Background: an optimization exercise with open tools, aiming at small area. Do not read the settings as production practice.
Only simulation tests tie the RTL to the original design; equivalence was not proved.
Power figures rest on the tool's default switching activity, not on a simulated workload.

==> inputs of run X <==
Design edid_rom, start of the top module:
module edid_rom (
    input clk,
    input rst,
    input sda_in,
    output sda_oe,
    input scl
  );
==> module i2c_slave, before the edit <==
module i2c_slave (
    input clk,
    input rst,
    input sda_in,
    input scl,
    output reg [7:0] addr,    
    output tx,                
    output [2:0] bitk,        
    output ackdrv             
  );
  localparam [1:0] M_ID = 2'd0, M_RX = 2'd1, M_TX = 2'd2, M_MISC = 2'd3;
  localparam [2:0] S_IDLE = 3'd0,    
                   S_PV   = 3'd1,    
                   S_ACKW = 3'd2,    
                   S_AWW  = 3'd3,    
                   S_ACKR = 3'd4,    
                   S_AWR  = 3'd5,    
                   S_RACK = 3'd6,    
                   S_RAW  = 3'd7;    
  reg [2:0] scl_s, sda_s;
  reg [6:0] rx;
  reg [1:0] m;
  reg [2:0] c;
  wire rise = scl_s[1] & ~scl_s[2];
  wire fall = ~scl_s[1] & scl_s[2];
  wire sb = sda_s[2];
  wire start_c = scl_s[2] & sda_s[2] & ~sda_s[1];
  wire stop_c = scl_s[2] & ~sda_s[2] & sda_s[1];
  wire [6:0] rx_n = rise ? {rx[5:0], sb} : rx;
  reg [1:0] nm;
  reg [2:0] nc;
  reg ld, inc;
  always @* begin
    nm = m;
    nc = c;
    ld = 1'b0;
    inc = 1'b0;
    case (m)
      M_ID: if (rise) begin
        nc = c + 3'd1;
        if (c == 3'd7) begin
          nm = M_MISC;
          nc = (rx == 7'h50) ? (sb ? S_ACKR : S_ACKW) : S_IDLE;
        end
      end
      M_RX: if (rise) begin
        nc = c + 3'd1;
        if (c == 3'd7) begin
          nm = M_MISC;
          nc = S_ACKW;
          ld = 1'b1;
        end
      end
      M_TX: if (fall) begin
        nc = c + 3'd1;
        if (c == 3'd7) begin
          nm = M_MISC;
          nc = S_RACK;
        end
      end
      default: case (c)
        S_PV: begin
          nc = S_IDLE;
          ld = 1'b1;
        end
        S_ACKW, S_ACKR: if (fall) nc = c + 3'd1;
        S_AWW: if (fall) begin
          nm = M_RX;
          nc = 3'd0;
        end
        S_AWR, S_RAW: if (fall) begin
          nm = M_TX;
          nc = 3'd0;
        end
        S_RACK: if (rise) begin
          nc = S_RAW;
          inc = 1'b1;
        end
        default: ;
      endcase
    endcase
    if (start_c) begin
      nm = M_ID;
      nc = 3'd0;
    end else if (stop_c) begin
      nm = M_MISC;
      nc = S_IDLE;
    end
  end
  always @(posedge clk) begin
    scl_s <= {scl_s[1:0], scl};
    sda_s <= {sda_s[1:0], sda_in};
    rx <= rx_n;
    if (rst) begin
      m <= M_MISC;
      c <= (m == M_RX && c == 3'd7 && rise) ? S_PV : S_IDLE;
      addr <= 8'd0;
    end else begin
      m <= nm;
      c <= nc;
      if (ld)
        addr <= {1'b0, rx_n};
      else if (inc)
        addr <= addr + 8'd1;
    end
  end
  assign tx = (m == M_TX);
  assign bitk = c;
  assign ackdrv = (m == M_MISC) && (c == S_AWW || c == S_AWR);
endmodule
export LEC_CHECK = 0
export CAP_MARGIN = 20
export CORE_MARGIN = 2
export CORE_UTILIZATION = 40
export SLEW_MARGIN = 20
create_clock -name core_clock -period 5.0 [get_ports {clk}]
run.sh (not shown) runs the stock make flow with config.mk's settings and CLKGATE_MAP_FILE= SYNTH_SCRIPT=/design/flow/synth_recipe.tcl, a recipe that flattens the netlist after the stock synthesis.
==> run H (differences from run X) <==
--- a/flow/design.v
+++ b/flow/design.v
@@ -10,7 +10,6 @@
   );
   localparam [1:0] M_ID = 2'd0, M_RX = 2'd1, M_TX = 2'd2, M_MISC = 2'd3;
   localparam [2:0] S_IDLE = 3'd0,    
-                   S_PV   = 3'd1,    
                    S_ACKW = 3'd2,    
                    S_AWW  = 3'd3,    
                    S_ACKR = 3'd4,    
@@ -18,7 +17,7 @@
                    S_RACK = 3'd6,    
                    S_RAW  = 3'd7;    
   reg [2:0] scl_s, sda_s;
-  reg [6:0] rx;
+  reg [5:0] rx;           
   reg [1:0] m;
   reg [2:0] c;
   wire rise = scl_s[1] & ~scl_s[2];
@@ -26,7 +25,8 @@
   wire sb = sda_s[2];
   wire start_c = scl_s[2] & sda_s[2] & ~sda_s[1];
   wire stop_c = scl_s[2] & ~sda_s[2] & sda_s[1];
-  wire [6:0] rx_n = rise ? {rx[5:0], sb} : rx;
+  wire [5:0] rx_n = rise ? {rx[4:0], sb} : rx;
+  wire id_bit = (c == 3'd0) || (c == 3'd2);
   reg [1:0] nm;
   reg [2:0] nc;
   reg ld, inc;
@@ -40,7 +40,10 @@
         nc = c + 3'd1;
         if (c == 3'd7) begin
           nm = M_MISC;
-          nc = (rx == 7'h50) ? (sb ? S_ACKR : S_ACKW) : S_IDLE;
+          nc = sb ? S_ACKR : S_ACKW;
+        end else if (sb != id_bit) begin
+          nm = M_MISC;
+          nc = S_IDLE;
         end
       end
       M_RX: if (rise) begin
@@ -59,10 +62,6 @@
         end
       end
       default: case (c)
-        S_PV: begin
-          nc = S_IDLE;
-          ld = 1'b1;
-        end
         S_ACKW, S_ACKR: if (fall) nc = c + 3'd1;
         S_AWW: if (fall) begin
           nm = M_RX;
@@ -93,16 +92,17 @@
     rx <= rx_n;
     if (rst) begin
       m <= M_MISC;
-      c <= (m == M_RX && c == 3'd7 && rise) ? S_PV : S_IDLE;
-      addr <= 8'd0;
+      c <= S_IDLE;
     end else begin
       m <= nm;
       c <= nc;
-      if (ld)
-        addr <= {1'b0, rx_n};
-      else if (inc)
-        addr <= addr + 8'd1;
     end
+    if (ld)
+      addr <= {1'b0, rx[5:0], sb};
+    else if (rst)
+      addr <= 8'd0;
+    else if (inc)
+      addr <= addr + 8'd1;
   end
   assign tx = (m == M_TX);
   assign bitk = c;
==> flow/flow/run.sh (new file) <==
#!/bin/bash
set -euo pipefail
W=$(pwd)
# synthesis script: ORFS's synth.tcl with the abc call pointed at our script
sed 's|  log_cmd abc {\*}\$abc_args|  log_cmd abc -script $::env(MY_ABC_SCRIPT) {*}[lrange $abc_args 2 end]|' \
  "$FLOW_HOME/scripts/synth.tcl" > "$W/synth_mod.tcl"
grep -q 'MY_ABC_SCRIPT' "$W/synth_mod.tcl"
sed 's|source \$::env(SCRIPTS_DIR)/synth.tcl|source $::env(MY_SYNTH_TCL)|' "$W/synth_recipe.tcl" > "$W/my_synth.tcl"
grep -q 'MY_SYNTH_TCL' "$W/my_synth.tcl"
export MY_SYNTH_TCL="$W/synth_mod.tcl"
export MY_ABC_SCRIPT="$W/flow/abc.script"
# An empty ADDER_MAP_FILE skips extract_fa and the adder techmap.
# The ports are buffered as in the standard flow, with the smallest
# buffer (buf_1) instead of the delay buffer that buffer_ports picks.
EXTRA="ADDER_MAP_FILE= 'BUFFER_PORTS_ARGS=-buffer_cell sky130_fd_sc_hd__buf_1'"
if [[ -f "$W/flow/cts_args" ]]; then
  EXTRA="$EXTRA 'CTS_ARGS=$(cat "$W/flow/cts_args")'"
fi
sed "s#SYNTH_SCRIPT=[^ ]*#SYNTH_SCRIPT=$W/my_synth.tcl $EXTRA#" "$W/standard.sh" > "$W/my_standard.sh"
grep -q 'my_synth.tcl' "$W/my_standard.sh"
bash "$W/my_standard.sh" finish > "$W/flow_make.log" 2>&1
==> flow/flow/abc.script (new file) <==
strash
balance
rewrite
refactor
balance
rewrite
rewrite -z
balance
refactor -z
rewrite -z
balance
&get -n
&deepsyn -T 60
&dch
&nf -R 1000
&put
topo
==> flow/standard.sh (new file) <==
#!/bin/bash
# synth_recipe.tcl (not shown) runs the flow's synth.tcl, then flattens the netlist and writes it again
# the make line also repeats each setting of config.mk as NAME=value (left out here)
make -C /OpenROAD-flow-scripts/flow DESIGN_CONFIG=/design/flow/config.mk WORK_HOME=/design/flow/orfs CLKGATE_MAP_FILE= SYNTH_SCRIPT=/design/flow/synth_recipe.tcl "${@:-finish}"
GPL_TIMING_DRIVEN = 0   (was unset)
removed: flow/run.sh
==> run G (differences from run X) <==
--- a/flow/design.v
+++ b/flow/design.v
@@ -10,7 +10,6 @@
   );
   localparam [1:0] M_ID = 2'd0, M_RX = 2'd1, M_TX = 2'd2, M_MISC = 2'd3;
   localparam [2:0] S_IDLE = 3'd0,    
-                   S_PV   = 3'd1,    
                    S_ACKW = 3'd2,    
                    S_AWW  = 3'd3,    
                    S_ACKR = 3'd4,    
@@ -18,7 +17,7 @@
                    S_RACK = 3'd6,    
                    S_RAW  = 3'd7;    
   reg [2:0] scl_s, sda_s;
-  reg [6:0] rx;
+  reg [5:0] rx;           
   reg [1:0] m;
   reg [2:0] c;
   wire rise = scl_s[1] & ~scl_s[2];
@@ -26,7 +25,8 @@
   wire sb = sda_s[2];
   wire start_c = scl_s[2] & sda_s[2] & ~sda_s[1];
   wire stop_c = scl_s[2] & ~sda_s[2] & sda_s[1];
-  wire [6:0] rx_n = rise ? {rx[5:0], sb} : rx;
+  wire [5:0] rx_n = rise ? {rx[4:0], sb} : rx;
+  wire id_bit = (c == 3'd0) || (c == 3'd2);
   reg [1:0] nm;
   reg [2:0] nc;
   reg ld, inc;
@@ -40,7 +40,10 @@
         nc = c + 3'd1;
         if (c == 3'd7) begin
           nm = M_MISC;
-          nc = (rx == 7'h50) ? (sb ? S_ACKR : S_ACKW) : S_IDLE;
+          nc = sb ? S_ACKR : S_ACKW;
+        end else if (sb != id_bit) begin
+          nm = M_MISC;
+          nc = S_IDLE;
         end
       end
       M_RX: if (rise) begin
@@ -59,10 +62,6 @@
         end
       end
       default: case (c)
-        S_PV: begin
-          nc = S_IDLE;
-          ld = 1'b1;
-        end
         S_ACKW, S_ACKR: if (fall) nc = c + 3'd1;
         S_AWW: if (fall) begin
           nm = M_RX;
@@ -93,16 +92,12 @@
     rx <= rx_n;
     if (rst) begin
       m <= M_MISC;
-      c <= (m == M_RX && c == 3'd7 && rise) ? S_PV : S_IDLE;
-      addr <= 8'd0;
+      c <= S_IDLE;
     end else begin
       m <= nm;
       c <= nc;
-      if (ld)
-        addr <= {1'b0, rx_n};
-      else if (inc)
-        addr <= addr + 8'd1;
     end
+    addr <= ld ? {1'b0, rx[5:0], sb} : rst ? 8'd0 : addr + {7'd0, inc};
   end
   assign tx = (m == M_TX);
   assign bitk = c;
==> flow/flow/run.sh (new file) <==
#!/bin/bash
# Own layout flow: the standard ORFS flow (standard.sh) with these changes:
# * synthesis maps the logic with an area-oriented ABC script (flow/abc.script),
#   run once per &deepsyn seed, keeping the smallest result (patch_synth.py);
#   Yosys's adder extraction is skipped (ADDER_MAP_FILE empty). Registers, their
#   names and cell types are those of the standard synthesis.
# * the ports are buffered as in the standard flow, with buf_1 cells;
# * clock tree synthesis uses clkbuf_8 and no dummy loads (flow/cts_args).
set -euo pipefail
W=$(pwd)
python3 "$W/flow/patch_synth.py" "$FLOW_HOME/scripts/synth.tcl" "$W/synth_mod.tcl" > "$W/patch_synth.log" 2>&1
sed 's|source \$::env(SCRIPTS_DIR)/synth.tcl|source $::env(MY_SYNTH_TCL)|' "$W/synth_recipe.tcl" > "$W/my_synth.tcl"
grep -q 'MY_SYNTH_TCL' "$W/my_synth.tcl"
export MY_SYNTH_TCL="$W/synth_mod.tcl"
export MY_ABC_SCRIPT="$W/flow/abc.script"
export MY_ABC_SEEDS="0 1 2 3 4 5 6 7 8 9"
EXTRA="ADDER_MAP_FILE= 'BUFFER_PORTS_ARGS=-buffer_cell sky130_fd_sc_hd__buf_1'"
if [[ -f "$W/flow/cts_args" ]]; then
  EXTRA="$EXTRA 'CTS_ARGS=$(cat "$W/flow/cts_args")'"
fi
sed "s#SYNTH_SCRIPT=[^ ]*#SYNTH_SCRIPT=$W/my_synth.tcl $EXTRA#" "$W/standard.sh" > "$W/my_standard.sh"
grep -q 'my_synth.tcl' "$W/my_standard.sh"
bash "$W/my_standard.sh" finish > "$W/flow_make.log" 2>&1
==> flow/flow/abc.script (new file) <==
strash
balance
rewrite
refactor
balance
rewrite
rewrite -z
balance
refactor -z
rewrite -z
balance
&get -n
&deepsyn -T 45 -S @SEED@
&dch
&nf -R 1000
&put
topo
==> flow/flow/cts_args (new file) <==
-buf_list sky130_fd_sc_hd__clkbuf_8 -root_buf sky130_fd_sc_hd__clkbuf_8 -sink_clustering_enable -sink_clustering_size 30 -dont_use_dummy_load -repair_clock_nets
==> flow/flow/patch_synth.py (new file) <==
# Writes synth_mod.tcl: ORFS's synth.tcl (argv[1]) with its abc call replaced
# by a loop that maps with flow/abc.script once per seed in MY_ABC_SEEDS
# (the @SEED@ in the script is the seed of &deepsyn) and keeps the result
# with the smallest cell area.
import sys
s = open(sys.argv[1]).read()
old = "  log_cmd abc {*}$abc_args\n"
assert s.count(old) == 1
new = '''  design -save my_pre_abc
  set my_best ""
  foreach my_seed $::env(MY_ABC_SEEDS) {
    design -load my_pre_abc
    set my_in [open $::env(MY_ABC_SCRIPT) r]
    set my_text [string map [list @SEED@ $my_seed] [read $my_in]]
    close $my_in
    set my_script $::env(OBJECTS_DIR)/my_abc_$my_seed.script
    set my_out [open $my_script w]
    puts -nonewline $my_out $my_text
    close $my_out
    log_cmd abc -script $my_script {*}[lrange $abc_args 2 end]
    set my_stat [tee -q -s result.string stat {*}$lib_args]
    regexp {Chip area for module[^:]*:\\s*([0-9.eE+]+)} $my_stat -> my_area
    puts "MY_ABC seed $my_seed area $my_area"
    if { $my_best eq "" || $my_area < $my_best } {
      set my_best $my_area
      design -save my_best_abc
    }
  }
  design -load my_best_abc
  puts "MY_ABC best area $my_best"
'''
s = s.replace(old, new)
open(sys.argv[2], 'w').write(s)
==> flow/standard.sh (new file) <==
#!/bin/bash
# synth_recipe.tcl (not shown) runs the flow's synth.tcl, then flattens the netlist and writes it again
# the make line also repeats each setting of config.mk as NAME=value (left out here)
make -C /OpenROAD-flow-scripts/flow DESIGN_CONFIG=/design/flow/config.mk WORK_HOME=/design/flow/orfs CLKGATE_MAP_FILE= SYNTH_SCRIPT=/design/flow/synth_recipe.tcl "${@:-finish}"
GPL_TIMING_DRIVEN = 0   (was unset)
removed: flow/run.sh
==> notes <==
Clock skew is about the same in run H and run X. Design area, highest first: run X, run H, run G. The highest global-route usage belongs to run X, the lowest to run H. Synthesized cell count: run G < run H < run X. The highest first-iteration DRC count belongs to run G, the lowest to run H. Clock power, lowest first: run G, run H, run X. Via count: run X is larger than run H (about 47%).

==> port drivers added, routing unchanged <==
Ports are ideal in the flow. The routed layouts listed here were re-timed in OpenROAD. Step 1 (the two cells are an assumption about what drives the block):
set clk [get_ports {clk}]
set_driving_cell -lib_cell sky130_fd_sc_hd__clkbuf_16 $clk
set_driving_cell -lib_cell sky130_fd_sc_hd__buf_2 [delete_from_list [all_inputs] $clk]
Step 2 adds t to the input delays and takes it off the output delays; t is the mean of the earliest and latest rising clock arrival at the registers after step 1. Input paths then give back, and output paths get back, about the clock's delay inside the block. a / b / c = ideal ports / drivers / drivers and shift; a / b = the first two.
run | t, ns | slack for setup (ns) | pins driven straight from the clock port
run X | 0.290 | 0.556 / 0.533 / 0.823 | 1
run H | 0.291 | 0.476 / 0.449 / 0.740 | 1
run G | 0.285 | 0.409 / 0.383 / 0.668 | 1
After both steps every run listed still meets setup and hold.
